Source: an optimization exercise on an open RTL-to-GDS flow (aim: a short achievable clock period and few clock cycles per item). Production flows keep margins and buffers that such runs may drop.
The flow treats the clock pin as an ideal source, which a real chip does not have.
Power and IR drop assume default switching activity.

==> flow/design.v (excerpt) <==
module processor(
	input clk,
	input rst,
	input [15:0] instruction,
	output reg [3:0] address,
	output reg [15:0] result,
	output reg retire
	);
Size in the first run: about 310 flip-flops, ~39 I/O pins, ~11000 um^2 of cells after synthesis.
Settings: LEC_CHECK=0, ABC_CLOCK_PERIOD_IN_PS=1800, CAP_MARGIN=20, CORE_MARGIN=2, CORE_UTILIZATION=50, CTS_BUF_LIST=sky130_fd_sc_hd__clkbuf_16, CTS_CLUSTER_DIAMETER=200, CTS_CLUSTER_SIZE=25, SETUP_SLACK_MARGIN=3.6, SLEW_MARGIN=20; clock period 5.5 ns.
standard.sh (not shown) runs the stock make flow with config.mk's settings and CLKGATE_MAP_FILE= SYNTH_SCRIPT=/design/flow/synth_recipe.tcl, a recipe that flattens the netlist after the stock synthesis.
==> flow/flow/run.sh <==
#!/bin/bash
# Standard ORFS layout with two changes:
#  1. synthesis and the later repair steps are not allowed some slow cells
#     (4-input OR/NOR stacks, 4:1 muxes, adder cells and similar); the list in
#     flow/dont_use.txt is added to the platform's don't-use list;
#  2. after CTS the root buffer is removed, so the clock port drives the
#     tree's first level (two buffers) directly. Every register keeps the same
#     number of buffer levels.
set -euo pipefail
here=$(pwd)
du="$(make -s -C "$FLOW_HOME" DESIGN_CONFIG="$here/config.mk" WORK_HOME="$here/orfs_du" print-DONT_USE_CELLS | sed 's/^DONT_USE_CELLS: //') $(tr '\n' ' ' < "$here/flow/dont_use.txt")"
echo "DONT_USE_CELLS=$du" > "$here/dont_use_cells.log"
bash standard.sh cts "DONT_USE_CELLS=$du" > "$here/standard_cts.log" 2>&1
openroad -no_init -exit "$here/flow/drop_root.tcl" > "$here/drop_root.log" 2>&1
bash standard.sh finish "DONT_USE_CELLS=$du" > "$here/standard_finish.log" 2>&1
Other scripts of this flow, unchanged in this note and not shown: flow/flow/dont_use.txt, flow/flow/drop_root.tcl
Then changed:
--- a/flow/design.v
+++ b/flow/design.v
@@ -77,13 +77,14 @@
 	output reg [15:0] result,
 	output reg retire
 	);
 	reg [7:0] wd_lo;	 
 	reg [7:0] wd_hi;	 
 	reg zero;		 
-	reg pred;		 
+	reg [1:0] pred [15:0];	 
+	integer q;
 	reg [3:0] pc_n;		 
 	wire [3:0] f_op = instruction[15:12];
 	wire [2:0] f_ra = instruction[11:9];
 	wire [2:0] f_rb = instruction[8:6];
 	wire [3:0] f_tgt = instruction[11:8];
 	wire f_jmp = (f_op == 4'b1000);
@@ -115,31 +116,23 @@
 	reg h_c8, h_b7, h_eqlo;
 	reg [7:0] h_a;
 	reg h_sum, h_shl, h_xsel, h_hold;
 	reg h_zcmp, h_zone;
 	reg h_pend, h_pred;
 	reg [3:0] h_pc1, h_pcn, h_tgt;
-	wire c8, eq_lo, eq_hi;
 	wire [127:0] rf_all;
 	wire [7:0] rf_written;
 	reg mis_q;
 	reg [3:0] fix_q;
 	wire mispredict = mis_q;
 	wire [3:0] fix_h = zero ? h_tgt : h_pc1;
 	wire d_live = d_valid & ~mispredict;
 	wire e_live = e_valid & ~mispredict;
-	wire e_subop = e_zcmp | e_zone;
-	wire h_subop = h_zcmp | h_zone;
-	wire f_unknown = d_valid & (d_sub | d_subi) | e_subop | h_subop;
-	wire est_e = e_zone | (e_zcmp & eq_lo);
-	wire est_h = h_zone | (h_zcmp & h_eqlo);
-	wire d_repred = d_live & d_pend & e_subop;
-	wire d_redirect = d_repred & (est_e ^ d_pred);
-	wire [3:0] fix_d = est_e ? d_ir[11:8] : d_pc1;
+	wire f_unknown = d_valid & (d_sub | d_subi) | e_zcmp | e_zone | h_zcmp | h_zone;
 	wire [3:0] pc = ~pc_n;
-	wire f_guess = d_valid & (d_sub | d_subi) ? pred : e_subop ? est_e : est_h;
+	wire f_guess = pred[pc][1];
 	wire f_taken = f_jmp | (f_br & (f_unknown ? f_guess : zero));
 	wire [3:0] f_pc1 = pc + 4'd1;
 	wire [3:0] f_next = f_taken ? f_tgt : f_pc1;
 	wire f_byp = d_valid & (f_rb == d_ir[11:9]);
 	wire f_byp2 = ~f_byp & e_valid & (f_rb == e_ra);
 	reg [7:0] f_wr_lo, f_wr_hi;
@@ -148,12 +141,13 @@
 		for (m = 0; m < 8; m = m + 1) begin
 			f_wr_lo[m] = rf_written[m] | (h_valid & (h_ra == m));
 			f_wr_hi[m] = f_wr_lo[m] | (e_valid & (e_ra == m));
 		end
 	end
 	wire [7:0] wd_lo_next, wd_hi_next;
+	wire c8, eq_lo, eq_hi;
 	regfile _regfile(
 		.clk(clk),
 		.rst(rst),
 		.write_enable(h_valid),
 		.waddr(h_ra),
 		.wdata({wd_hi, h_a}),
@@ -211,13 +205,13 @@
 		if (rst) begin
 			address <= 0;
 			pc_n <= 4'hf;
 			wd_lo <= 0;
 			wd_hi <= 0;
 			zero <= 0;
-			pred <= 0;
+			for (q = 0; q < 16; q = q + 1) pred[q] <= 2'b01;
 			d_valid <= 0;
 			d_pend <= 0;
 			e_valid <= 0;
 			e_sum <= 0;
 			e_shl <= 0;
 			e_xsel <= 0;
@@ -233,15 +227,15 @@
 			h_zcmp <= 0;
 			h_zone <= 0;
 			h_pend <= 0;
 			mis_q <= 0;
 			retire <= 0;
 		end else begin
-			address <= mispredict ? fix_q : d_redirect ? fix_d : f_next;
-			pc_n <= ~(mispredict ? fix_q : d_redirect ? fix_d : f_next);
-			d_valid <= ~mispredict & ~d_redirect;
+			address <= mispredict ? fix_q : f_next;
+			pc_n <= ~(mispredict ? fix_q : f_next);
+			d_valid <= ~mispredict;
 			d_pend <= f_br & f_unknown;
 			e_valid <= d_live;
 			e_sum <= d_live & ((d_add | d_sub) & ~d_same | d_addi | d_subi);
 			e_shl <= d_live & d_add & d_same;
 			e_xsel <= d_live & (d_load | d_mov & ~d_same | d_sub & d_same);
 			e_hold <= ~d_live | ~(d_load | d_add | d_addi | d_sub | d_subi | d_mov) | d_mov & d_same;
@@ -257,14 +251,18 @@
 			h_zcmp <= e_zcmp & ~mispredict;
 			h_zone <= e_zone & ~mispredict;
 			h_pend <= e_pend & ~mispredict;
 			mis_q <= e_pend & ~mispredict & (zero_next ^ e_pred);
 			wd_hi <= wd_hi_next;
 			zero <= zero_next;
-			if (h_pend)
-				pred <= zero;
+			if (h_pend) begin
+				if (zero && pred[h_pc1 - 4'd1] != 2'b11)
+					pred[h_pc1 - 4'd1] <= pred[h_pc1 - 4'd1] + 2'd1;
+				if (!zero && pred[h_pc1 - 4'd1] != 2'b00)
+					pred[h_pc1 - 4'd1] <= pred[h_pc1 - 4'd1] - 2'd1;
+			end
 			retire <= h_valid;
 		end
 	end
 	always @(posedge clk) begin
 		d_ir <= instruction;
 		d_pred <= f_guess;
@@ -283,15 +281,15 @@
 			d_sel[k] <= ~f_byp & ~f_byp2 & (f_rb == k) & f_wr_lo[k];
 		for (k = 0; k < 8; k = k + 1)
 			d_selh[k] <= ~f_byp & (f_rb == k) & f_wr_hi[k];
 		e_ra <= d_ir[11:9];
 		e_x <= d_x;
 		e_cin <= d_neg;
-		e_pred <= d_repred ? est_e : d_pred;
+		e_pred <= d_pred;
 		e_pc1 <= d_pc1;
-		e_pcn <= d_repred ? fix_d : d_pcn;
+		e_pcn <= d_pcn;
 		e_tgt <= d_ir[11:8];
 		e_byp <= d_byp;
 		e_sel <= d_selh;
 		e_use_b <= d_use_b;
 		e_use_i <= d_use_i;
 		e_neg <= d_neg;
The changed run finished clean.
Routed wire length is higher by 15%.
Sequential power came out higher by 12%.
Cell area climbs by 16%.
Sequential cell count is higher by 31.
Total power went up by 16%.
Cell count rose by 18%.
Sequential share of layout area shrinks by 2.1 points.
No functional check of the RTL was part of any run of this note.

re-timing with driven ports:
No port has a modelled driver above. Below, the same layouts with a new extraction and two added sets of constraints. Step 1 sets driving cells, clkbuf_16 on the clock port and buf_2 on the other inputs (assumed; they add their load-dependent delay and slew). Step 2 also shifts input and output timing later by t, the mid clock arrival at the registers, as if the neighbouring blocks saw the same clock. a / b / c = ideal / step 1 / step 2; a / b = the first two.
run	shift t [ns]	slack for setup (ns)	hold slack, ns	worst setup path after step 2
the first run	0.415	3.531 / 3.517 / 3.211	0.334 / 0.334 / 0.334	input to register
the second run	0.433	3.205 / 3.205 / 3.008	0.332 / 0.332 / 0.332	input to register
After both steps every run listed still meets setup and hold. The setup slack of the first run, which loses most, moves by -0.014 ns with the drivers and by -0.320 ns with both steps.
